This design comes from an exercise in tuning for small area and a short achievable clock period on the open sky130 flow, not from production work. No functional check of the RTL was part of any run shown here. Power figures rest on the tool's default switching activity, not on a simulated workload.

==> flow/design.v (outline; a module is shown in full before it is edited, if it fits) <==
// module Power_Spec_Cal: 2566 lines
// module fa: 4 lines
// module ha: 4 lines
// module g_inv: 3 lines
// module g_nor2: 3 lines
// module g_or2: 3 lines
// module g_xnor2: 3 lines
// module g_xor2: 3 lines
// module pfx_net: 261 lines
module Power_Spec_Cal(
           input wire clk,
           input wire rst,
           input wire dv,
           input wire [9:0] xk_index,
           input wire [24:0] fft_data_out_re,
           input wire [24:0] fft_data_out_im,
           output reg [49:0] Power_Spec,
           output reg data_valid,
           output reg dv_FFT
       );
  // ...
==> flow/flow/run.sh <==
#!/bin/bash
set -euo pipefail
MARGIN=$(cat flow/margin.txt)
PORTBUF=$(cat flow/port_buffer.txt)
bash standard.sh "SETUP_SLACK_MARGIN=$MARGIN" "BUFFER_PORTS_ARGS=-buffer_cell $PORTBUF" finish > standard_flow.log 2>&1
==> flow/flow/margin.txt <==
5.3
==> flow/flow/port_buffer.txt <==
sky130_fd_sc_hd__buf_2
==> flow/standard.sh <==
#!/bin/bash
# synth_recipe.tcl (not shown) runs the flow's synth.tcl, then flattens the netlist and writes it again
# the make line also repeats each setting of config.mk as NAME=value (left out here)
make -C /OpenROAD-flow-scripts/flow DESIGN_CONFIG=/design/flow/config.mk WORK_HOME=/design/flow/orfs CLKGATE_MAP_FILE= SYNTH_SCRIPT=/design/flow/synth_recipe.tcl "${@:-finish}"
==> flow/config.mk <==
export PLATFORM = sky130hd
export DESIGN_NAME = Power_Spec_Cal
export DESIGN_NICKNAME = Power_Spec_Cal
export VERILOG_FILES = /design/flow/design.v
export SDC_FILE = /design/flow/constraint.sdc
export NUM_CORES = 4
export LEC_CHECK = 0
export CAP_MARGIN = 20
export CORE_MARGIN = 2
export CORE_UTILIZATION = 40
export CTS_CLUSTER_DIAMETER = 120
export CTS_CLUSTER_SIZE = 25
export PLACE_DENSITY = 0.6
export SLEW_MARGIN = 20
export SYNTH_HIERARCHICAL = 1
export SYNTH_MINIMUM_KEEP_SIZE = 0
==> flow/constraint.sdc <==
create_clock -name core_clock -period 8.0 [get_ports {clk}]
set_input_delay 1.6000 -clock core_clock [delete_from_list [all_inputs] [get_ports {clk}]]
set_output_delay 1.6000 -clock core_clock [all_outputs]
set_load 0.01 [all_outputs]
==> results.sh, run 1 <==
export IMPL_grt_usage=0.195
export IMPL_top_power_group="combinational logic"
export IMPL_met1_usage=0.248
export IMPL_grt_pass1_vias=18100
export IMPL_antenna_found_initial=2
export IMPL_drt_met1_wl_microns=26000
export IMPL_cp_top_family="adder cells"
export IMPL_r2r_setup_slack_ns=5.30
export IMPL_drv_cap=0
export IMPL_final_fill_count=6163
export IMPL_sh_seq_area=0.362
export IMPL_grtUsageMet3=0.0518
export IMPL_firstDrtPassIters=6
export IMPL_n_clock_buffer=26
export IMPL_max_freq_ghz=0.370
export IMPL_rsz0062_at_grt="true"
export IMPL_synthCells=2147
export IMPL_dr_total_vias=16000
export IMPL_cts_made_buffers=25
export IMPL_path_clk_slew_ns=0.10
export IMPL_num_nonclk_buffers=172
export IMPL_final_instance_count_excl_fill=3125
export IMPL_reg_top3="r2 (228), r3 (96)"
export IMPL_p_total_w=0.0107
export IMPL_setup_ws_ns=5.30
export IMPL_syn_num_nets=2765
export IMPL_largest_cell_class="multi-input combinational cells"
export IMPL_status="complete, no violations"
export IMPL_clock_tree_area_fraction=0.0224
export IMPL_synth_area_per_cell_sq_um=12.7
export IMPL_grt_overflow_total=0
export IMPL_r2r_end="r2[116]"
export IMPL_fin_crit_sh=0.337
export IMPL_clock_path_buffers=3
export IMPL_cts_setup_buffers=4
export IMPL_startpoint="re1[13]"
export IMPL_start_util=0.405
export IMPL_dp_cells=3074
export IMPL_p_sw_w=0.00407
==> inputs of run 2 (changes only) <==
--- a/flow/design.v
+++ b/flow/design.v
@@ -146,105 +146,105 @@
 always @(posedge clk) r2[116] <= w2860;
 always @(posedge clk) r2[117] <= w2853;
 always @(posedge clk) r2[118] <= w2857;
 always @(posedge clk) r2[119] <= w2864;
 always @(posedge clk) r2[120] <= w2868;
 always @(posedge clk) r2[121] <= w2861;
 always @(posedge clk) r2[122] <= w2872;
 always @(posedge clk) r2[123] <= w2876;
-always @(posedge clk) r2[124] <= w2865;
-always @(posedge clk) r2[125] <= w2472;
+always @(posedge clk) r2[124] <= w2472;
+always @(posedge clk) r2[125] <= w2865;
 always @(posedge clk) r2[126] <= w2869;
 always @(posedge clk) r2[127] <= w2873;
 always @(posedge clk) r2[128] <= w2880;
-always @(posedge clk) r2[129] <= w2884;
-always @(posedge clk) r2[130] <= w2877;
+always @(posedge clk) r2[129] <= w2877;
+always @(posedge clk) r2[130] <= w2884;
 always @(posedge clk) r2[131] <= w2888;
-always @(posedge clk) r2[132] <= w2492;
-always @(posedge clk) r2[133] <= w2473;
+always @(posedge clk) r2[132] <= w2488;
+always @(posedge clk) r2[133] <= w2492;
 always @(posedge clk) r2[134] <= w2881;
 always @(posedge clk) r2[135] <= w2885;
 always @(posedge clk) r2[136] <= w2892;
 always @(posedge clk) r2[137] <= w2896;
 always @(posedge clk) r2[138] <= w2889;
 always @(posedge clk) r2[139] <= w2900;
 always @(posedge clk) r2[140] <= w2504;
 always @(posedge clk) r2[141] <= w2508;
 always @(posedge clk) r2[142] <= w2893;
 always @(posedge clk) r2[143] <= w2897;
 always @(posedge clk) r2[144] <= w2904;
-always @(posedge clk) r2[145] <= w2908;
-always @(posedge clk) r2[146] <= w2901;
+always @(posedge clk) r2[145] <= w2901;
+always @(posedge clk) r2[146] <= w2908;
 always @(posedge clk) r2[147] <= w2912;
 always @(posedge clk) r2[148] <= w2905;
 always @(posedge clk) r2[149] <= w2909;
 always @(posedge clk) r2[150] <= w2913;
 always @(posedge clk) r2[151] <= w2916;
 always @(posedge clk) r2[152] <= w2920;
 always @(posedge clk) r2[153] <= w2924;
-always @(posedge clk) r2[154] <= w2525;
+always @(posedge clk) r2[154] <= w2540;
 always @(posedge clk) r2[155] <= w2917;
 always @(posedge clk) r2[156] <= w2921;
 always @(posedge clk) r2[157] <= w2928;
 always @(posedge clk) r2[158] <= w2932;
-always @(posedge clk) r2[159] <= w2936;
-always @(posedge clk) r2[160] <= w2925;
+always @(posedge clk) r2[159] <= w2925;
+always @(posedge clk) r2[160] <= w2936;
 always @(posedge clk) r2[161] <= w2552;
-always @(posedge clk) r2[162] <= w2929;
-always @(posedge clk) r2[163] <= w2556;
+always @(posedge clk) r2[162] <= w2556;
+always @(posedge clk) r2[163] <= w2929;
 always @(posedge clk) r2[164] <= w2933;
 always @(posedge clk) r2[165] <= w2940;
 always @(posedge clk) r2[166] <= w2937;
 always @(posedge clk) r2[167] <= w2944;
 always @(posedge clk) r2[168] <= w2941;
 always @(posedge clk) r2[169] <= w2945;
 always @(posedge clk) r2[170] <= w2948;
 always @(posedge clk) r2[171] <= w2952;
 always @(posedge clk) r2[172] <= w2956;
 always @(posedge clk) r2[173] <= w2584;
 always @(posedge clk) r2[174] <= w2949;
 always @(posedge clk) r2[175] <= w2953;
 always @(posedge clk) r2[176] <= w2960;
-always @(posedge clk) r2[177] <= w2964;
-always @(posedge clk) r2[178] <= w2957;
-always @(posedge clk) r2[179] <= w2596;
-always @(posedge clk) r2[180] <= w2585;
+always @(posedge clk) r2[177] <= w2957;
+always @(posedge clk) r2[178] <= w2964;
+always @(posedge clk) r2[179] <= w2592;
+always @(posedge clk) r2[180] <= w2596;
 always @(posedge clk) r2[181] <= w2961;
 always @(posedge clk) r2[182] <= w2968;
 always @(posedge clk) r2[183] <= w2965;
 always @(posedge clk) r2[184] <= w2972;
 always @(posedge clk) r2[185] <= w2969;
 always @(posedge clk) r2[186] <= w2973;
 always @(posedge clk) r2[187] <= w2976;
 always @(posedge clk) r2[188] <= w2980;
-always @(posedge clk) r2[189] <= w2609;
+always @(posedge clk) r2[189] <= w2620;
 always @(posedge clk) r2[190] <= w2977;
 always @(posedge clk) r2[191] <= w2984;
-always @(posedge clk) r2[192] <= w2988;
-always @(posedge clk) r2[193] <= w2981;
+always @(posedge clk) r2[192] <= w2981;
+always @(posedge clk) r2[193] <= w2988;
 always @(posedge clk) r2[194] <= w2628;
 always @(posedge clk) r2[195] <= w2985;
 always @(posedge clk) r2[196] <= w2992;
 always @(posedge clk) r2[197] <= w2989;
 always @(posedge clk) r2[198] <= w2996;
 always @(posedge clk) r2[199] <= w2632;
 always @(posedge clk) r2[200] <= w2636;
 always @(posedge clk) r2[201] <= w2993;
 always @(posedge clk) r2[202] <= w2997;
 always @(posedge clk) r2[203] <= w3000;
 always @(posedge clk) r2[204] <= w3001;
 always @(posedge clk) r2[205] <= w3004;
 always @(posedge clk) r2[206] <= w3008;
 always @(posedge clk) r2[207] <= w2652;
 always @(posedge clk) r2[208] <= w3005;
-always @(posedge clk) r2[209] <= w3012;
-always @(posedge clk) r2[210] <= w3009;
-always @(posedge clk) r2[211] <= w2656;
-always @(posedge clk) r2[212] <= w2653;
+always @(posedge clk) r2[209] <= w3009;
+always @(posedge clk) r2[210] <= w3012;
+always @(posedge clk) r2[211] <= w2653;
+always @(posedge clk) r2[212] <= w2656;
 always @(posedge clk) r2[213] <= w3013;
 always @(posedge clk) r2[214] <= w3016;
 always @(posedge clk) r2[215] <= w3017;
 always @(posedge clk) r2[216] <= w3020;
 always @(posedge clk) r2[217] <= w2665;
 always @(posedge clk) r2[218] <= w3024;
 always @(posedge clk) r2[219] <= w3021;
 always @(posedge clk) r2[220] <= w2669;
@@ -654,63 +654,63 @@
 wire w586 = ~(re1[19] & re1[23]);
 wire w588 = ~(re1[20] & re1[21]);
 wire w590 = ~(re1[20] & re1[22]);
 wire w592 = ~(re1[20] & re1[23]);
 wire w594 = ~(re1[21] & re1[22]);
 wire w596 = ~(re1[21] & re1[23]);
 wire w598 = ~(re1[22] & re1[23]);
 wire w601;
-g_nor2 uw601 (.a(re1_n[24]), .b(re1_n[0]), .y(w601));
+g_and2 uw601 (.a(re1[24]), .b(re1[0]), .y(w601));
 wire w604;
-g_nor2 uw604 (.a(re1_n[24]), .b(re1_n[1]), .y(w604));
+g_and2 uw604 (.a(re1[24]), .b(re1[1]), .y(w604));
 wire w607;
-g_nor2 uw607 (.a(re1_n[24]), .b(re1_n[2]), .y(w607));
+g_and2 uw607 (.a(re1[24]), .b(re1[2]), .y(w607));
 wire w610;
-g_nor2 uw610 (.a(re1_n[24]), .b(re1_n[3]), .y(w610));
+g_and2 uw610 (.a(re1[24]), .b(re1[3]), .y(w610));
 wire w613;
-g_nor2 uw613 (.a(re1_n[24]), .b(re1_n[4]), .y(w613));
+g_and2 uw613 (.a(re1[24]), .b(re1[4]), .y(w613));
 wire w616;
-g_nor2 uw616 (.a(re1_n[24]), .b(re1_n[5]), .y(w616));
+g_and2 uw616 (.a(re1[24]), .b(re1[5]), .y(w616));
 wire w619;
-g_nor2 uw619 (.a(re1_n[24]), .b(re1_n[6]), .y(w619));
+g_and2 uw619 (.a(re1[24]), .b(re1[6]), .y(w619));
 wire w622;
-g_nor2 uw622 (.a(re1_n[24]), .b(re1_n[7]), .y(w622));
+g_and2 uw622 (.a(re1[24]), .b(re1[7]), .y(w622));
 wire w625;
-g_nor2 uw625 (.a(re1_n[24]), .b(re1_n[8]), .y(w625));
+g_and2 uw625 (.a(re1[24]), .b(re1[8]), .y(w625));
 wire w628;
-g_nor2 uw628 (.a(re1_n[24]), .b(re1_n[9]), .y(w628));
+g_and2 uw628 (.a(re1[24]), .b(re1[9]), .y(w628));
 wire w631;
-g_nor2 uw631 (.a(re1_n[24]), .b(re1_n[10]), .y(w631));
+g_and2 uw631 (.a(re1[24]), .b(re1[10]), .y(w631));
 wire w634;
-g_nor2 uw634 (.a(re1_n[24]), .b(re1_n[11]), .y(w634));
+g_and2 uw634 (.a(re1[24]), .b(re1[11]), .y(w634));
 wire w637;
-g_nor2 uw637 (.a(re1_n[24]), .b(re1_n[12]), .y(w637));
+g_and2 uw637 (.a(re1[24]), .b(re1[12]), .y(w637));
 wire w640;
-g_nor2 uw640 (.a(re1_n[24]), .b(re1_n[13]), .y(w640));
+g_and2 uw640 (.a(re1[24]), .b(re1[13]), .y(w640));
 wire w643;
-g_nor2 uw643 (.a(re1_n[24]), .b(re1_n[14]), .y(w643));
+g_and2 uw643 (.a(re1[24]), .b(re1[14]), .y(w643));
 wire w646;
-g_nor2 uw646 (.a(re1_n[24]), .b(re1_n[15]), .y(w646));
+g_and2 uw646 (.a(re1[24]), .b(re1[15]), .y(w646));
 wire w649;
-g_nor2 uw649 (.a(re1_n[24]), .b(re1_n[16]), .y(w649));
+g_and2 uw649 (.a(re1[24]), .b(re1[16]), .y(w649));
 wire w652;
-g_nor2 uw652 (.a(re1_n[24]), .b(re1_n[17]), .y(w652));
+g_and2 uw652 (.a(re1[24]), .b(re1[17]), .y(w652));
 wire w655;
-g_nor2 uw655 (.a(re1_n[24]), .b(re1_n[18]), .y(w655));
+g_and2 uw655 (.a(re1[24]), .b(re1[18]), .y(w655));
 wire w658;
-g_nor2 uw658 (.a(re1_n[24]), .b(re1_n[19]), .y(w658));
+g_and2 uw658 (.a(re1[24]), .b(re1[19]), .y(w658));
 wire w661;
-g_nor2 uw661 (.a(re1_n[24]), .b(re1_n[20]), .y(w661));
+g_and2 uw661 (.a(re1[24]), .b(re1[20]), .y(w661));
 wire w664;
-g_nor2 uw664 (.a(re1_n[24]), .b(re1_n[21]), .y(w664));
+g_and2 uw664 (.a(re1[24]), .b(re1[21]), .y(w664));
 wire w667;
-g_nor2 uw667 (.a(re1_n[24]), .b(re1_n[22]), .y(w667));
+g_and2 uw667 (.a(re1[24]), .b(re1[22]), .y(w667));
 wire w670;
-g_nor2 uw670 (.a(re1_n[24]), .b(re1_n[23]), .y(w670));
+g_and2 uw670 (.a(re1[24]), .b(re1[23]), .y(w670));
 wire w672 = re1_n[24];
 wire [24:0] im1_n = ~im1;
 wire w674 = im1_n[0];
 wire w676 = im1_n[1];
 wire w678 = im1_n[2];
 wire w680 = im1_n[3];
 wire w682 = im1_n[4];
 wire w684 = im1_n[5];
@@ -1004,63 +1004,63 @@
 wire w1260 = ~(im1[19] & im1[23]);
 wire w1262 = ~(im1[20] & im1[21]);
 wire w1264 = ~(im1[20] & im1[22]);
 wire w1266 = ~(im1[20] & im1[23]);
 wire w1268 = ~(im1[21] & im1[22]);
 wire w1270 = ~(im1[21] & im1[23]);
 wire w1272 = ~(im1[22] & im1[23]);
 wire w1275;
-g_nor2 uw1275 (.a(im1_n[24]), .b(im1_n[0]), .y(w1275));
+g_and2 uw1275 (.a(im1[24]), .b(im1[0]), .y(w1275));
 wire w1278;
-g_nor2 uw1278 (.a(im1_n[24]), .b(im1_n[1]), .y(w1278));
+g_and2 uw1278 (.a(im1[24]), .b(im1[1]), .y(w1278));
 wire w1281;
-g_nor2 uw1281 (.a(im1_n[24]), .b(im1_n[2]), .y(w1281));
+g_and2 uw1281 (.a(im1[24]), .b(im1[2]), .y(w1281));
 wire w1284;
-g_nor2 uw1284 (.a(im1_n[24]), .b(im1_n[3]), .y(w1284));
+g_and2 uw1284 (.a(im1[24]), .b(im1[3]), .y(w1284));
 wire w1287;
-g_nor2 uw1287 (.a(im1_n[24]), .b(im1_n[4]), .y(w1287));
+g_and2 uw1287 (.a(im1[24]), .b(im1[4]), .y(w1287));
 wire w1290;
-g_nor2 uw1290 (.a(im1_n[24]), .b(im1_n[5]), .y(w1290));
+g_and2 uw1290 (.a(im1[24]), .b(im1[5]), .y(w1290));
 wire w1293;
-g_nor2 uw1293 (.a(im1_n[24]), .b(im1_n[6]), .y(w1293));
+g_and2 uw1293 (.a(im1[24]), .b(im1[6]), .y(w1293));
 wire w1296;
-g_nor2 uw1296 (.a(im1_n[24]), .b(im1_n[7]), .y(w1296));
+g_and2 uw1296 (.a(im1[24]), .b(im1[7]), .y(w1296));
 wire w1299;
-g_nor2 uw1299 (.a(im1_n[24]), .b(im1_n[8]), .y(w1299));
+g_and2 uw1299 (.a(im1[24]), .b(im1[8]), .y(w1299));
 wire w1302;
-g_nor2 uw1302 (.a(im1_n[24]), .b(im1_n[9]), .y(w1302));
+g_and2 uw1302 (.a(im1[24]), .b(im1[9]), .y(w1302));
 wire w1305;
-g_nor2 uw1305 (.a(im1_n[24]), .b(im1_n[10]), .y(w1305));
+g_and2 uw1305 (.a(im1[24]), .b(im1[10]), .y(w1305));
 wire w1308;
-g_nor2 uw1308 (.a(im1_n[24]), .b(im1_n[11]), .y(w1308));
+g_and2 uw1308 (.a(im1[24]), .b(im1[11]), .y(w1308));
 wire w1311;
-g_nor2 uw1311 (.a(im1_n[24]), .b(im1_n[12]), .y(w1311));
+g_and2 uw1311 (.a(im1[24]), .b(im1[12]), .y(w1311));
 wire w1314;
-g_nor2 uw1314 (.a(im1_n[24]), .b(im1_n[13]), .y(w1314));
+g_and2 uw1314 (.a(im1[24]), .b(im1[13]), .y(w1314));
 wire w1317;
-g_nor2 uw1317 (.a(im1_n[24]), .b(im1_n[14]), .y(w1317));
+g_and2 uw1317 (.a(im1[24]), .b(im1[14]), .y(w1317));
 wire w1320;
-g_nor2 uw1320 (.a(im1_n[24]), .b(im1_n[15]), .y(w1320));
+g_and2 uw1320 (.a(im1[24]), .b(im1[15]), .y(w1320));
 wire w1323;
-g_nor2 uw1323 (.a(im1_n[24]), .b(im1_n[16]), .y(w1323));
+g_and2 uw1323 (.a(im1[24]), .b(im1[16]), .y(w1323));
 wire w1326;
-g_nor2 uw1326 (.a(im1_n[24]), .b(im1_n[17]), .y(w1326));
+g_and2 uw1326 (.a(im1[24]), .b(im1[17]), .y(w1326));
 wire w1329;
-g_nor2 uw1329 (.a(im1_n[24]), .b(im1_n[18]), .y(w1329));
+g_and2 uw1329 (.a(im1[24]), .b(im1[18]), .y(w1329));
 wire w1332;
-g_nor2 uw1332 (.a(im1_n[24]), .b(im1_n[19]), .y(w1332));
+g_and2 uw1332 (.a(im1[24]), .b(im1[19]), .y(w1332));
 wire w1335;
-g_nor2 uw1335 (.a(im1_n[24]), .b(im1_n[20]), .y(w1335));
+g_and2 uw1335 (.a(im1[24]), .b(im1[20]), .y(w1335));
 wire w1338;
-g_nor2 uw1338 (.a(im1_n[24]), .b(im1_n[21]), .y(w1338));
+g_and2 uw1338 (.a(im1[24]), .b(im1[21]), .y(w1338));
 wire w1341;
-g_nor2 uw1341 (.a(im1_n[24]), .b(im1_n[22]), .y(w1341));
+g_and2 uw1341 (.a(im1[24]), .b(im1[22]), .y(w1341));
 wire w1344;
-g_nor2 uw1344 (.a(im1_n[24]), .b(im1_n[23]), .y(w1344));
+g_and2 uw1344 (.a(im1[24]), .b(im1[23]), .y(w1344));
 wire w1346 = im1_n[24];
 wire w1348, w1349;
 fa uw1348 (.a(w2), .b(w48), .c(w676), .s(w1348), .co(w1349));
 wire w1352, w1353;
 fa uw1352 (.a(w4), .b(w52), .c(w94), .s(w1352), .co(w1353));
 wire w1356, w1357;
 fa uw1356 (.a(w678), .b(w726), .c(w768), .s(w1356), .co(w1357));
 wire w1360, w1361;
@@ -1591,141 +1591,141 @@
 fa uw2408 (.a(w1748), .b(w1752), .c(w1756), .s(w2408), .co(w2409));
 wire w2412, w2413;
 fa uw2412 (.a(w604), .b(w1278), .c(w1733), .s(w2412), .co(w2413));
 wire w2416, w2417;
 fa uw2416 (.a(w1737), .b(w1741), .c(w1745), .s(w2416), .co(w2417));
 wire w2420, w2421;
 fa uw2420 (.a(w1749), .b(w1753), .c(w1757), .s(w2420), .co(w2421));
 wire w2424, w2425;
-fa uw2424 (.a(w1764), .b(w1768), .c(w1772), .s(w2424), .co(w2425));
+fa uw2424 (.a(w1761), .b(w1764), .c(w1768), .s(w2424), .co(w2425));
 wire w2428, w2429;
-fa uw2428 (.a(w1776), .b(w1780), .c(w1784), .s(w2428), .co(w2429));
+fa uw2428 (.a(w1772), .b(w1776), .c(w1780), .s(w2428), .co(w2429));
 wire w2432, w2433;
-fa uw2432 (.a(w1788), .b(w1792), .c(w1761), .s(w2432), .co(w2433));
+fa uw2432 (.a(w1784), .b(w1788), .c(w1792), .s(w2432), .co(w2433));
 wire w2436, w2437;
 fa uw2436 (.a(w1281), .b(w1765), .c(w1769), .s(w2436), .co(w2437));
 wire w2440, w2441;
 fa uw2440 (.a(w1773), .b(w1777), .c(w1781), .s(w2440), .co(w2441));
 wire w2444, w2445;
 fa uw2444 (.a(w1785), .b(w1789), .c(w1793), .s(w2444), .co(w2445));
 wire w2448, w2449;
 fa uw2448 (.a(w1796), .b(w1800), .c(w1804), .s(w2448), .co(w2449));
 wire w2452, w2453;
 fa uw2452 (.a(w1808), .b(w1812), .c(w1816), .s(w2452), .co(w2453));
 wire w2456, w2457;
 fa uw2456 (.a(w1797), .b(w1801), .c(w1805), .s(w2456), .co(w2457));
 wire w2460, w2461;
 fa uw2460 (.a(w1809), .b(w1813), .c(w1817), .s(w2460), .co(w2461));
 wire w2464, w2465;
-fa uw2464 (.a(w1824), .b(w1828), .c(w1832), .s(w2464), .co(w2465));
+fa uw2464 (.a(w1821), .b(w1824), .c(w1828), .s(w2464), .co(w2465));
 wire w2468, w2469;
-fa uw2468 (.a(w1836), .b(w1840), .c(w1844), .s(w2468), .co(w2469));
+fa uw2468 (.a(w1832), .b(w1836), .c(w1840), .s(w2468), .co(w2469));
 wire w2472, w2473;
-fa uw2472 (.a(w1848), .b(w1821), .c(w1852), .s(w2472), .co(w2473));
+fa uw2472 (.a(w1844), .b(w1848), .c(w1852), .s(w2472), .co(w2473));
 wire w2476, w2477;
 fa uw2476 (.a(w613), .b(w1287), .c(w1825), .s(w2476), .co(w2477));
 wire w2480, w2481;
 fa uw2480 (.a(w1829), .b(w1833), .c(w1837), .s(w2480), .co(w2481));
 wire w2484, w2485;
 fa uw2484 (.a(w1841), .b(w1845), .c(w1849), .s(w2484), .co(w2485));
 wire w2488, w2489;
-fa uw2488 (.a(w1856), .b(w1860), .c(w1864), .s(w2488), .co(w2489));
+fa uw2488 (.a(w1853), .b(w1856), .c(w1860), .s(w2488), .co(w2489));
 wire w2492, w2493;
-fa uw2492 (.a(w1868), .b(w1872), .c(w1876), .s(w2492), .co(w2493));
+fa uw2492 (.a(w1864), .b(w1868), .c(w1872), .s(w2492), .co(w2493));
 wire w2496, w2497;
 fa uw2496 (.a(w1290), .b(w1857), .c(w1861), .s(w2496), .co(w2497));
 wire w2500, w2501;
 fa uw2500 (.a(w1865), .b(w1869), .c(w1873), .s(w2500), .co(w2501));
 wire w2504, w2505;
 fa uw2504 (.a(w1877), .b(w1880), .c(w1884), .s(w2504), .co(w2505));
 wire w2508, w2509;
 fa uw2508 (.a(w1888), .b(w1892), .c(w1896), .s(w2508), .co(w2509));
 wire w2512, w2513;
 fa uw2512 (.a(w1881), .b(w1885), .c(w1889), .s(w2512), .co(w2513));
 wire w2516, w2517;
 fa uw2516 (.a(w1893), .b(w1897), .c(w1901), .s(w2516), .co(w2517));
 wire w2520, w2521;
-fa uw2520 (.a(w1908), .b(w1912), .c(w1916), .s(w2520), .co(w2521));
+fa uw2520 (.a(w1905), .b(w1908), .c(w1912), .s(w2520), .co(w2521));
 wire w2524, w2525;
-fa uw2524 (.a(w1920), .b(w1924), .c(w1905), .s(w2524), .co(w2525));
+fa uw2524 (.a(w1916), .b(w1920), .c(w1924), .s(w2524), .co(w2525));
 wire w2528, w2529;
 fa uw2528 (.a(w622), .b(w1296), .c(w1909), .s(w2528), .co(w2529));
 wire w2532, w2533;
 fa uw2532 (.a(w1913), .b(w1917), .c(w1921), .s(w2532), .co(w2533));
 wire w2536, w2537;
-fa uw2536 (.a(w1925), .b(w1932), .c(w1936), .s(w2536), .co(w2537));
+fa uw2536 (.a(w1925), .b(w1929), .c(w1932), .s(w2536), .co(w2537));
 wire w2540, w2541;
-fa uw2540 (.a(w1940), .b(w1944), .c(w1948), .s(w2540), .co(w2541));
+fa uw2540 (.a(w1936), .b(w1940), .c(w1944), .s(w2540), .co(w2541));
 wire w2544, w2545;
 fa uw2544 (.a(w1299), .b(w1933), .c(w1937), .s(w2544), .co(w2545));
 wire w2548, w2549;
 fa uw2548 (.a(w1941), .b(w1945), .c(w1949), .s(w2548), .co(w2549));
 wire w2552, w2553;
 fa uw2552 (.a(w1953), .b(w1956), .c(w1960), .s(w2552), .co(w2553));
 wire w2556, w2557;
 fa uw2556 (.a(w1964), .b(w1968), .c(w1972), .s(w2556), .co(w2557));
 wire w2560, w2561;
 fa uw2560 (.a(w1957), .b(w1961), .c(w1965), .s(w2560), .co(w2561));
 wire w2564, w2565;
-fa uw2564 (.a(w1969), .b(w1976), .c(w1980), .s(w2564), .co(w2565));
+fa uw2564 (.a(w1969), .b(w1973), .c(w1976), .s(w2564), .co(w2565));
 wire w2568, w2569;
-fa uw2568 (.a(w1984), .b(w1988), .c(w1992), .s(w2568), .co(w2569));
+fa uw2568 (.a(w1980), .b(w1984), .c(w1988), .s(w2568), .co(w2569));
 wire w2572, w2573;
 fa uw2572 (.a(w631), .b(w1305), .c(w1977), .s(w2572), .co(w2573));
 wire w2576, w2577;
 fa uw2576 (.a(w1981), .b(w1985), .c(w1989), .s(w2576), .co(w2577));
 wire w2580, w2581;
-fa uw2580 (.a(w1993), .b(w2000), .c(w2004), .s(w2580), .co(w2581));
+fa uw2580 (.a(w1993), .b(w1997), .c(w2000), .s(w2580), .co(w2581));
 wire w2584, w2585;
-fa uw2584 (.a(w2008), .b(w2012), .c(w1997), .s(w2584), .co(w2585));
+fa uw2584 (.a(w2004), .b(w2008), .c(w2012), .s(w2584), .co(w2585));
 wire w2588, w2589;
 fa uw2588 (.a(w1308), .b(w2001), .c(w2005), .s(w2588), .co(w2589));
 wire w2592, w2593;
 fa uw2592 (.a(w2009), .b(w2013), .c(w2016), .s(w2592), .co(w2593));
 wire w2596, w2597;
 fa uw2596 (.a(w2020), .b(w2024), .c(w2028), .s(w2596), .co(w2597));
 wire w2600, w2601;
 fa uw2600 (.a(w2017), .b(w2021), .c(w2025), .s(w2600), .co(w2601));
 wire w2604, w2605;
-fa uw2604 (.a(w2029), .b(w2036), .c(w2040), .s(w2604), .co(w2605));
+fa uw2604 (.a(w2029), .b(w2033), .c(w2036), .s(w2604), .co(w2605));
 wire w2608, w2609;
-fa uw2608 (.a(w2044), .b(w2033), .c(w2048), .s(w2608), .co(w2609));
+fa uw2608 (.a(w2040), .b(w2044), .c(w2048), .s(w2608), .co(w2609));
 wire w2612, w2613;
 fa uw2612 (.a(w640), .b(w1314), .c(w2037), .s(w2612), .co(w2613));
 wire w2616, w2617;
-fa uw2616 (.a(w2041), .b(w2045), .c(w2052), .s(w2616), .co(w2617));
+fa uw2616 (.a(w2041), .b(w2045), .c(w2049), .s(w2616), .co(w2617));
 wire w2620, w2621;
-fa uw2620 (.a(w2056), .b(w2060), .c(w2064), .s(w2620), .co(w2621));
+fa uw2620 (.a(w2052), .b(w2056), .c(w2060), .s(w2620), .co(w2621));
 wire w2624, w2625;
 fa uw2624 (.a(w1317), .b(w2053), .c(w2057), .s(w2624), .co(w2625));
 wire w2628, w2629;
 fa uw2628 (.a(w2061), .b(w2065), .c(w2068), .s(w2628), .co(w2629));
 wire w2632, w2633;
-fa uw2632 (.a(w2069), .b(w2073), .c(w2080), .s(w2632), .co(w2633));
+fa uw2632 (.a(w2069), .b(w2073), .c(w2077), .s(w2632), .co(w2633));
 wire w2636, w2637;
-fa uw2636 (.a(w2084), .b(w2088), .c(w2077), .s(w2636), .co(w2637));
+fa uw2636 (.a(w2080), .b(w2084), .c(w2088), .s(w2636), .co(w2637));
 wire w2640, w2641;
 fa uw2640 (.a(w649), .b(w1323), .c(w2081), .s(w2640), .co(w2641));
 wire w2644, w2645;
-fa uw2644 (.a(w2085), .b(w2089), .c(w2096), .s(w2644), .co(w2645));
+fa uw2644 (.a(w2085), .b(w2089), .c(w2093), .s(w2644), .co(w2645));
 wire w2648, w2649;
 fa uw2648 (.a(w1326), .b(w2097), .c(w2101), .s(w2648), .co(w2649));
 wire w2652, w2653;
 fa uw2652 (.a(w2104), .b(w2108), .c(w2112), .s(w2652), .co(w2653));
 wire w2656, w2657;
-fa uw2656 (.a(w2105), .b(w2109), .c(w2116), .s(w2656), .co(w2657));
+fa uw2656 (.a(w2105), .b(w2109), .c(w2113), .s(w2656), .co(w2657));
 wire w2660, w2661;
 fa uw2660 (.a(w658), .b(w1332), .c(w2117), .s(w2660), .co(w2661));
 wire w2664, w2665;
-fa uw2664 (.a(w2124), .b(w2128), .c(w2121), .s(w2664), .co(w2665));
+fa uw2664 (.a(w2121), .b(w2124), .c(w2128), .s(w2664), .co(w2665));
 wire w2668, w2669;
 fa uw2668 (.a(w1335), .b(w2125), .c(w2129), .s(w2668), .co(w2669));
 wire w2672, w2673;
-fa uw2672 (.a(w2136), .b(w2133), .c(w2140), .s(w2672), .co(w2673));
+fa uw2672 (.a(w2133), .b(w2136), .c(w2140), .s(w2672), .co(w2673));
 wire w2676, w2677;
 fa uw2676 (.a(w667), .b(w1341), .c(w2137), .s(w2676), .co(w2677));
 wire w2680, w2681;
 fa uw2680 (.a(w1352), .b(w1356), .c(w2149), .s(w2680), .co(w2681));
 wire w2684, w2685;
 fa uw2684 (.a(w1364), .b(w1368), .c(w2153), .s(w2684), .co(w2685));
 wire w2688, w2689;
 fa uw2688 (.a(w1376), .b(w2157), .c(w2160), .s(w2688), .co(w2689));
@@ -1817,89 +1817,89 @@
 fa uw2860 (.a(w2405), .b(w2409), .c(w2424), .s(w2860), .co(w2861));
 wire w2864, w2865;
 fa uw2864 (.a(w1820), .b(w2413), .c(w2417), .s(w2864), .co(w2865));
 wire w2868, w2869;
 fa uw2868 (.a(w2421), .b(w2436), .c(w2440), .s(w2868), .co(w2869));
 wire w2872, w2873;
 fa uw2872 (.a(w2444), .b(w2425), .c(w2429), .s(w2872), .co(w2873));
 wire w2876, w2877;
-fa uw2876 (.a(w2448), .b(w2452), .c(w2433), .s(w2876), .co(w2877));
+fa uw2876 (.a(w2433), .b(w2448), .c(w2452), .s(w2876), .co(w2877));
 wire w2880, w2881;
 fa uw2880 (.a(w2437), .b(w2441), .c(w2445), .s(w2880), .co(w2881));
 wire w2884, w2885;
 fa uw2884 (.a(w2456), .b(w2460), .c(w2449), .s(w2884), .co(w2885));
 wire w2888, w2889;
 fa uw2888 (.a(w2453), .b(w2464), .c(w2468), .s(w2888), .co(w2889));
 wire w2892, w2893;
-fa uw2892 (.a(w1853), .b(w2457), .c(w2461), .s(w2892), .co(w2893));
+fa uw2892 (.a(w1876), .b(w2457), .c(w2461), .s(w2892), .co(w2893));
 wire w2896, w2897;
 fa uw2896 (.a(w2476), .b(w2480), .c(w2484), .s(w2896), .co(w2897));
 wire w2900, w2901;
-fa uw2900 (.a(w2465), .b(w2469), .c(w2488), .s(w2900), .co(w2901));
+fa uw2900 (.a(w2465), .b(w2469), .c(w2473), .s(w2900), .co(w2901));
 wire w2904, w2905;
 fa uw2904 (.a(w1900), .b(w1904), .c(w2477), .s(w2904), .co(w2905));
 wire w2908, w2909;
 fa uw2908 (.a(w2481), .b(w2485), .c(w2496), .s(w2908), .co(w2909));
 wire w2912, w2913;
 fa uw2912 (.a(w2500), .b(w2489), .c(w2493), .s(w2912), .co(w2913));
 wire w2916, w2917;
 fa uw2916 (.a(w1928), .b(w2497), .c(w2501), .s(w2916), .co(w2917));
 wire w2920, w2921;
 fa uw2920 (.a(w2512), .b(w2516), .c(w2505), .s(w2920), .co(w2921));
 wire w2924, w2925;
 fa uw2924 (.a(w2509), .b(w2520), .c(w2524), .s(w2924), .co(w2925));
 wire w2928, w2929;
-fa uw2928 (.a(w1952), .b(w1929), .c(w2513), .s(w2928), .co(w2929));
+fa uw2928 (.a(w1948), .b(w1952), .c(w2513), .s(w2928), .co(w2929));
 wire w2932, w2933;
 fa uw2932 (.a(w2517), .b(w2528), .c(w2532), .s(w2932), .co(w2933));
 wire w2936, w2937;
-fa uw2936 (.a(w2521), .b(w2536), .c(w2540), .s(w2936), .co(w2937));
+fa uw2936 (.a(w2521), .b(w2525), .c(w2536), .s(w2936), .co(w2937));
 wire w2940, w2941;
 fa uw2940 (.a(w2529), .b(w2533), .c(w2544), .s(w2940), .co(w2941));
 wire w2944, w2945;
 fa uw2944 (.a(w2548), .b(w2537), .c(w2541), .s(w2944), .co(w2945));
 wire w2948, w2949;
-fa uw2948 (.a(w1973), .b(w1996), .c(w2545), .s(w2948), .co(w2949));
+fa uw2948 (.a(w1992), .b(w1996), .c(w2545), .s(w2948), .co(w2949));
 wire w2952, w2953;
 fa uw2952 (.a(w2549), .b(w2560), .c(w2553), .s(w2952), .co(w2953));
 wire w2956, w2957;
-fa uw2956 (.a(w2564), .b(w2568), .c(w2557), .s(w2956), .co(w2957));
+fa uw2956 (.a(w2557), .b(w2564), .c(w2568), .s(w2956), .co(w2957));
 wire w2960, w2961;
 fa uw2960 (.a(w2561), .b(w2572), .c(w2576), .s(w2960), .co(w2961));
 wire w2964, w2965;
 fa uw2964 (.a(w2565), .b(w2569), .c(w2580), .s(w2964), .co(w2965));
 wire w2968, w2969;
 fa uw2968 (.a(w2032), .b(w2573), .c(w2577), .s(w2968), .co(w2969));
 wire w2972, w2973;
-fa uw2972 (.a(w2588), .b(w2581), .c(w2592), .s(w2972), .co(w2973));
+fa uw2972 (.a(w2588), .b(w2581), .c(w2585), .s(w2972), .co(w2973));
 wire w2976, w2977;
 fa uw2976 (.a(w2589), .b(w2600), .c(w2593), .s(w2976), .co(w2977));
 wire w2980, w2981;
 fa uw2980 (.a(w2597), .b(w2604), .c(w2608), .s(w2980), .co(w2981));
 wire w2984, w2985;
-fa uw2984 (.a(w2049), .b(w2601), .c(w2612), .s(w2984), .co(w2985));
+fa uw2984 (.a(w2064), .b(w2601), .c(w2612), .s(w2984), .co(w2985));
 wire w2988, w2989;
-fa uw2988 (.a(w2605), .b(w2616), .c(w2620), .s(w2988), .co(w2989));
+fa uw2988 (.a(w2605), .b(w2609), .c(w2616), .s(w2988), .co(w2989));
 wire w2992, w2993;
 fa uw2992 (.a(w2072), .b(w2076), .c(w2613), .s(w2992), .co(w2993));
 wire w2996, w2997;
-fa uw2996 (.a(w2624), .b(w2617), .c(w2621), .s(w2996), .co(w2997));
+fa uw2996 (.a(w2617), .b(w2624), .c(w2621), .s(w2996), .co(w2997));
 wire w3000, w3001;
 fa uw3000 (.a(w2092), .b(w2625), .c(w2629), .s(w3000), .co(w3001));
 wire w3004, w3005;
-fa uw3004 (.a(w2100), .b(w2093), .c(w2640), .s(w3004), .co(w3005));
+fa uw3004 (.a(w2096), .b(w2100), .c(w2633), .s(w3004), .co(w3005));
 wire w3008, w3009;
-fa uw3008 (.a(w2633), .b(w2644), .c(w2637), .s(w3008), .co(w3009));
+fa uw3008 (.a(w2640), .b(w2637), .c(w2644), .s(w3008), .co(w3009));
 wire w3012, w3013;
-fa uw3012 (.a(w2641), .b(w2648), .c(w2645), .s(w3012), .co(w3013));
+fa uw3012 (.a(w2641), .b(w2645), .c(w2648), .s(w3012), .co(w3013));
 wire w3016, w3017;
-fa uw3016 (.a(w2113), .b(w2120), .c(w2649), .s(w3016), .co(w3017));
+fa uw3016 (.a(w2116), .b(w2120), .c(w2649), .s(w3016), .co(w3017));
 wire w3020, w3021;
-fa uw3020 (.a(w2660), .b(w2657), .c(w2664), .s(w3020), .co(w3021));
+fa uw3020 (.a(w2657), .b(w2660), .c(w2664), .s(w3020), .co(w3021));
 wire w3024, w3025;
 fa uw3024 (.a(w2132), .b(w2661), .c(w2668), .s(w3024), .co(w3025));
 wire w3028, w3029;
 fa uw3028 (.a(w2141), .b(w2676), .c(w2673), .s(w3028), .co(w3029));
 wire w3032, w3033;
 fa uw3032 (.a(w1344), .b(w2144), .c(w2677), .s(w3032), .co(w3033));
 wire w3264, w3265;
 g_xnor2 uw3264 (.a(r2[59]), .b(r2[60]), .y(w3264));
@@ -2568,16 +2568,19 @@
 module fa (input wire a, input wire b, input wire c, output wire s, output wire co);
 assign s = a ^ b ^ c;
 assign co = (a & b) | (a & c) | (b & c);
 endmodule
 module ha (input wire a, input wire b, output wire s, output wire co);
 assign s = a ^ b;
 assign co = a & b;
 endmodule
+module g_and2 (input wire a, input wire b, output wire y);
+assign y = a & b;
+endmodule
 module g_inv (input wire a, output wire y);
 assign y = ~a;
 endmodule
 module g_nor2 (input wire a, input wire b, output wire y);
 assign y = ~(a | b);
 endmodule
 module g_or2 (input wire a, input wire b, output wire y);
 assign y = a | b;
==> results.sh, run 2 <==
export IMPL_hold_path_class="reg2reg"
export IMPL_tightest_slew_ns=0.628
export IMPL_yosysWarnings=7
export IMPL_rsz0062_at_grt="true"
export IMPL_die_w_microns=266
export IMPL_rows=96
export IMPL_fin_crit_sh=0.337
export IMPL_drt_total_wl_microns=67600
export IMPL_ant_nets=0
export IMPL_leakage_nw=11.5
export IMPL_syn_area_sq_mm=0.0274
export IMPL_route_detailed_drc=0
export IMPL_final_fill_count=6217
export IMPL_grt_pass1_vias=18300
export IMPL_critPathArrivalTime_ns=1.10
export IMPL_drv_cap=0
export IMPL_crit_path_max_fanout=1
export IMPL_synth_area_per_cell_sq_um=12.8
export IMPL_cts_max_level=1
export IMPL_fin_nets=2860
export IMPL_grt_overflow_total=0
export IMPL_top_register="r2"
export IMPL_start_util=0.402
export IMPL_die_y_microns=266
export IMPL_final_common_cell="nand2_1"
export IMPL_drive_gt1_frac=0.113
export IMPL_cp_top_family="flip-flops"
export IMPL_cts_made_buffers=25
export IMPL_hold_viol=0
export IMPL_path_clk_slew_ns=0.11
export IMPL_area_growth_pct=7.25
export IMPL_numPortBuffers=105
export IMPL_period_minus_slack_ns=2.70
export IMPL_startpoint="data_valid"
export IMPL_slew_limit_headroom=0.580
export IMPL_cts_sinks=528
export IMPL_fin_worst_skew_ns=0.0223
export IMPL_ioPinCount=115
export IMPL_drt_iter0_drc=1492
export IMPL_cts_root_buffer_cell="clkbuf_16"
export IMPL_clock_path_buffers=3
export IMPL_hpwlAfterDp_microns=43800
export IMPL_path_cells="buf_2"
export IMPL_core_area_sq_mm=0.0682
export IMPL_powerDensity_mw_per_mm2=356
export IMPL_max_stage_delay_ns=0.36
export IMPL_min_from="p4[41]"
export IMPL_tns_ns=0
export IMPL_antenna_found_initial=2
export IMPL_setup_viol=0
export IMPL_cts_tree="built"
export IMPL_crit_required_ns=6.40
export IMPL_grt_pass1_wl_microns=105000
export IMPL_ir_worst_vdd_uv=191
export IMPL_gp_congestion=0.838
export IMPL_critPathBufInv=1
export IMPL_status="complete, no violations"
export IMPL_regToRegStartpoint="r3[7]"
export IMPL_path_class="reg2out"
export IMPL_synthCells=2147
export IMPL_grt_max_degree=26
export IMPL_syn_num_nets=2765
export IMPL_wire_per_inst_microns=21.6
export IMPL_clk_insertion_delay_late_ns=0.62
export IMPL_end_kind="output pin"
export IMPL_whs_ns=0.314
export IMPL_slew_viol_final=0
export IMPL_mostFrequentLayoutCells="nand2_1 (571), fa_1 (554), dfxtp_1 (496), buf_2 (95), xor2_1 (81)"
export IMPL_largest_register_ffs=228
export IMPL_dieArea_sq_mm=0.0707
export IMPL_max_freq_ghz=0.371
export IMPL_grt_usage=0.196
export IMPL_vias_per_cell=5.09
export IMPL_reg_top3="r2 (228), r3 (96)"
export IMPL_cpMaxStageDelayCell="dfrtp_1"
export IMPL_cp_start_kind="flop"
export IMPL_firstDrtPassIters=5
export IMPL_dr_total_vias=15900
-- run 2: through the flow --
| step | area, sq um | utilization | power, W | worst slack (ns) | cells |
|---|---|---|---|---|---|
| after global placement | 28300 | 0.415 | 0.00879 | 4.51 | 3084 |
| after global routing | 29400 | 0.431 | 0.0115 | 5.22 | 3125 |
| after CTS | 29200 | 0.428 | 0.0105 | 5.26 | 3116 |
| after detailed placement | 28300 | 0.415 | 0.00894 | 4.50 | 3084 |
| final | 29400 | 0.431 | 0.0105 | 5.30 | 3126 |
| after floorplan | 27400 | - | 0.00738 | 5.59 | 2147 |
-- run 2: path summary, 6_finish.rpt --
| kind | end | slack, ns | cells after the start |
|---|---|---|---|
| max | data_valid | 5.30 | 1 |
| min | p5[41] | 0.31 | 0 |
| max reg2reg | p4[39] | 5.33 | 11 |
| min reg2reg | p5[41] | 0.31 | 0 |
| max in group asynchronous | dv_reg[0] | 7.01 | 2 |
| min in group asynchronous | dv_reg[1] | 0.85 | 2 |
-- run 2: final cells by class --
class,instances,area [sq um],share of cell area
Sequential cell,528,10600,0.361
Clock inverter,3,45.0,0.00153
Tap cell,882,1100,0.0375
Antenna cell,1,2.50,0.0000850
Timing Repair Buffer,164,1060,0.0359
Inverter,60,225,0.00765
Multi-Input combinational cell,1463,15700,0.535
Clock buffer,25,626,0.0213
-- run 2: timing repair --
| item | 4_1_cts | 5_1_grt |
|---|---|---|
| endpoints found under the setup margin | 44 | 65 |
| setup buffers | 4 | 9 |
| pin swaps | 6 | 23 |
| hold buffers | 0 | 0 |
| resized for setup | 31 | 45 |
-- run 2: metal layers --
metal	up-vias	wire, microns	track usage
met5	-	16	0
li1	6604	-	-
met1	8208	26400	0.252
met3	198	6460	0.0429
met4	2	2630	0.0809
met2	886	32100	0.321
-- run 2: where the power goes --
part / switching (W) / internal [W] / leakage (nW)
Sequential: 0.000506 / 0.00381 / 4.46
Clock: 0.000842 / 0.000573 / 0.330
Combinational: 0.00259 / 0.00217 / 6.73
Total: 0.00394 / 0.00655 / 11.5
==> inputs of run 3 (changes only) <==
==> flow/flow/port_buffer.txt (replaced) <==
sky130_fd_sc_hd__buf_1
==> results.sh, run 3 <==
export IMPL_status="complete, no violations"
export IMPL_path_class="reg2reg"
export IMPL_cts_max_level=1
export IMPL_die_w_microns=266
export IMPL_numPortBuffers=105
export IMPL_area_growth_pct=6.77
export IMPL_grt_overflow_total=0
export IMPL_wire_per_inst_microns=21.7
export IMPL_max_freq_ghz=0.373
export IMPL_startpoint="r3[7]"
export IMPL_start_util=0.402
export IMPL_hold_viol=0
export IMPL_drt_iter0_drc=1451
export IMPL_final_common_cell="nand2_1"
export IMPL_critPathArrivalTime_ns=3.16
export IMPL_ant_nets=0
export IMPL_fin_nets=2866
export IMPL_top_register="r2"
export IMPL_core_area_sq_mm=0.0682
export IMPL_pwr_share_clk=0.135
export IMPL_comb_power_share=0.455
export IMPL_grt_usage=0.195
export IMPL_cts_tree="built"
export IMPL_dieArea_sq_mm=0.0707
export IMPL_r2r_setup_slack_ns=5.32
export IMPL_leakage_nw=11.4
export IMPL_drt_total_wl_microns=67800
export IMPL_mostFrequentLayoutCells="nand2_1 (571), fa_1 (554), dfxtp_1 (516), xor2_1 (81), buf_4 (62)"
export IMPL_dr_total_vias=15900
export IMPL_seqCellArea_sq_mm=0.0106
export IMPL_diodes=0
export IMPL_antenna_found_initial=2
export IMPL_grt_pass1_vias=18300
export IMPL_largest_register_ffs=228
export IMPL_syn_area_sq_mm=0.0274
export IMPL_grt_pass1_wl_microns=104000
export IMPL_synth_area_per_cell_sq_um=12.8
export IMPL_final_util=0.430
export IMPL_synthCells=2147
export IMPL_seqPwrFrac=0.410
export IMPL_slew_viol_final=0
export IMPL_dp_cells=3085
export IMPL_rsz0062_at_grt="true"
export IMPL_regToRegStartpoint="r3[7]"
export IMPL_fin_crit_sh=0.336
export IMPL_vias_per_cell=5.09
export IMPL_crit_required_ns=8.47
export IMPL_slew_limit_headroom=0.595
export IMPL_period_minus_slack_ns=2.68
export IMPL_path_clk_slew_ns=0.09
export IMPL_setup_viol=0
export IMPL_firstDrtPassIters=5
export IMPL_cp_start_kind="flop"
export IMPL_syn_num_nets=2765
export IMPL_ctsHoldBuffers=0
export IMPL_reg2regPathDepth=10
export IMPL_cts_sinks=528
export IMPL_yosysWarnings=7
export IMPL_drv_cap=0
export IMPL_final_fill_count=6226
export IMPL_powerDensity_mw_per_mm2=357
export IMPL_r2r_end="p4[39]"
export IMPL_final_instance_count_excl_fill=3131
export IMPL_ioPinCount=115
export IMPL_cts_made_buffers=25
export IMPL_ir_worst_vdd_uv=240
export IMPL_rows=96
export IMPL_netSwitchingFraction=0.376
export IMPL_p_sw_w=0.00394
export IMPL_reg_top3="r2 (228), r3 (96)"
export IMPL_gp_congestion=0.834
export IMPL_cts_root_buffer_cell="clkbuf_16"
export IMPL_tns_ns=0
export IMPL_drive_gt1_frac=0.0800
export IMPL_route_detailed_drc=0
export IMPL_clock_path_buffers=3
export IMPL_multi_input_area_sq_mm=0.0157
export IMPL_crit_path_max_fanout=4
export IMPL_fin_worst_skew_ns=0.0256
export IMPL_die_y_microns=266
export IMPL_clk_insertion_delay_late_ns=0.60
export IMPL_crit_end="p4[39]"
export IMPL_grt_max_degree=26
export IMPL_end_kind="flop"
export IMPL_hold_path_class="reg2reg"
export IMPL_p_int_w=0.00653
export IMPL_hpwlAfterDp_microns=43700
export IMPL_tightest_slew_ns=0.603
## run 3: cell types whose count changed in the layout (fill, tap and decap cells not counted), moves of 5 or more
cell,delta
buf_4,+5
clkbuf_2,+29
dfxtp_1,+20
buf_2,-79
dfxtp_2,-20
buf_1,+60
buf_6,-8
## run 3: how the worst min path moves through the flow
stage                     endpoint  slack (ns)  cells after the start  startpoint
finish              Power_Spec[39]        0.33                      0      p5[39]
global route                r3[94]        0.33                      0     r2[226]
CTS                         r3[94]        0.33                      0     r2[226]
floorplan            Power_Spec[0]        0.31                      0       p5[0]
detailed placement          p5[10]        0.31                      0      p4[10]
global placement    Power_Spec[18]        0.31                      0      p5[18]
## run 3: power by group through the flow
stage          clock (W)  sequential [W]  combinational (W)
6_report         0.00141         0.00430            0.00476
5_1_grt          0.00156         0.00441            0.00545
4_1_cts          0.00148         0.00429            0.00468
3_5_place_dp           0         0.00435            0.00455
3_3_place_gp           0         0.00433            0.00443
2_1_floorplan          0         0.00431            0.00308
## run 3: layout make-up
cell class | count | share of cell area
Multi-Input combinational cell | 1463 | 0.537
Sequential cell | 528 | 0.362
Tap cell | 882 | 0.0377
Timing Repair Buffer | 170 | 0.0327
Clock buffer | 26 | 0.0218
Inverter | 60 | 0.00769
Clock inverter | 2 | 0.000939
## run 3: through the flow
stage	cell area, sq um	worst slack (ns)	power, W	hold WS [ns]
global route	29300	5.16	0.0114	0.335
floorplan	27400	5.59	0.00738	0.310
CTS	29000	5.24	0.0105	0.332
finish	29300	5.32	0.0105	0.330
detailed placement	28200	4.48	0.00890	0.312
global placement	28200	4.51	0.00876	0.312
## run 3: repair_timing
action | 4_1_cts | 5_1_grt
pin swaps | 7 | 19
resized for setup | 38 | 55
setup buffers | 4 | 14
hold endpoints to repair | 0 | 0
setup endpoints to repair | 57 | 53
## run 3: critical path, stage by stage (launching register included)
cell     delay [ns]
dfxtp_2        0.35
xor2_2         0.17
a41o_1         0.24
o22a_2         0.26
a32oi_1        0.20
o21a_2         0.29
or2_4          0.18
a21oi_4        0.08
a41o_1         0.32
a211o_1        0.32
xor2_1         0.16
## run 3: metal layers
| layer | routed length, microns | GRT usage | up-vias |
|---|---|---|---|
| li1 | - | - | 6604 |
| met1 | 26500 | 0.254 | 8203 |
| met2 | 32000 | 0.316 | 913 |
| met3 | 6350 | 0.0400 | 206 |
| met4 | 2860 | 0.0852 | 4 |
| met5 | 32 | 0 | - |

[what the ideal ports hide]
Ports are ideal in the flow. The routed layouts listed here were re-timed in OpenROAD.
Step 1 (the two cells are an assumption about what drives the block):
set clk [get_ports {clk}]
set_driving_cell -lib_cell sky130_fd_sc_hd__clkbuf_16 $clk
set_driving_cell -lib_cell sky130_fd_sc_hd__buf_2 [delete_from_list [all_inputs] $clk]
Step 2 also shifts input and output timing later by t, the mid clock arrival at the registers, as if the neighbouring blocks saw the same clock.
a / b / c = ideal ports / drivers / drivers and shift; a / b = the first two.
| run | t, ns | slack for setup (ns) | hold WS [ns] | worst slew at a driven data input, ns |
|---|---|---|---|---|
| run 1 | 0.650 | 5.301 / 5.271 / 5.301 | 0.322 / 0.322 / 0.322 | 0.04 |
| run 2 | 0.663 | 5.301 / 5.242 / 5.332 | 0.314 / 0.314 / 0.314 | 0.05 |
| run 3 | 0.644 | 5.316 / 5.277 / 5.316 | 0.330 / 0.330 / 0.330 | 0.07 |
After both steps every run listed still meets setup and hold.
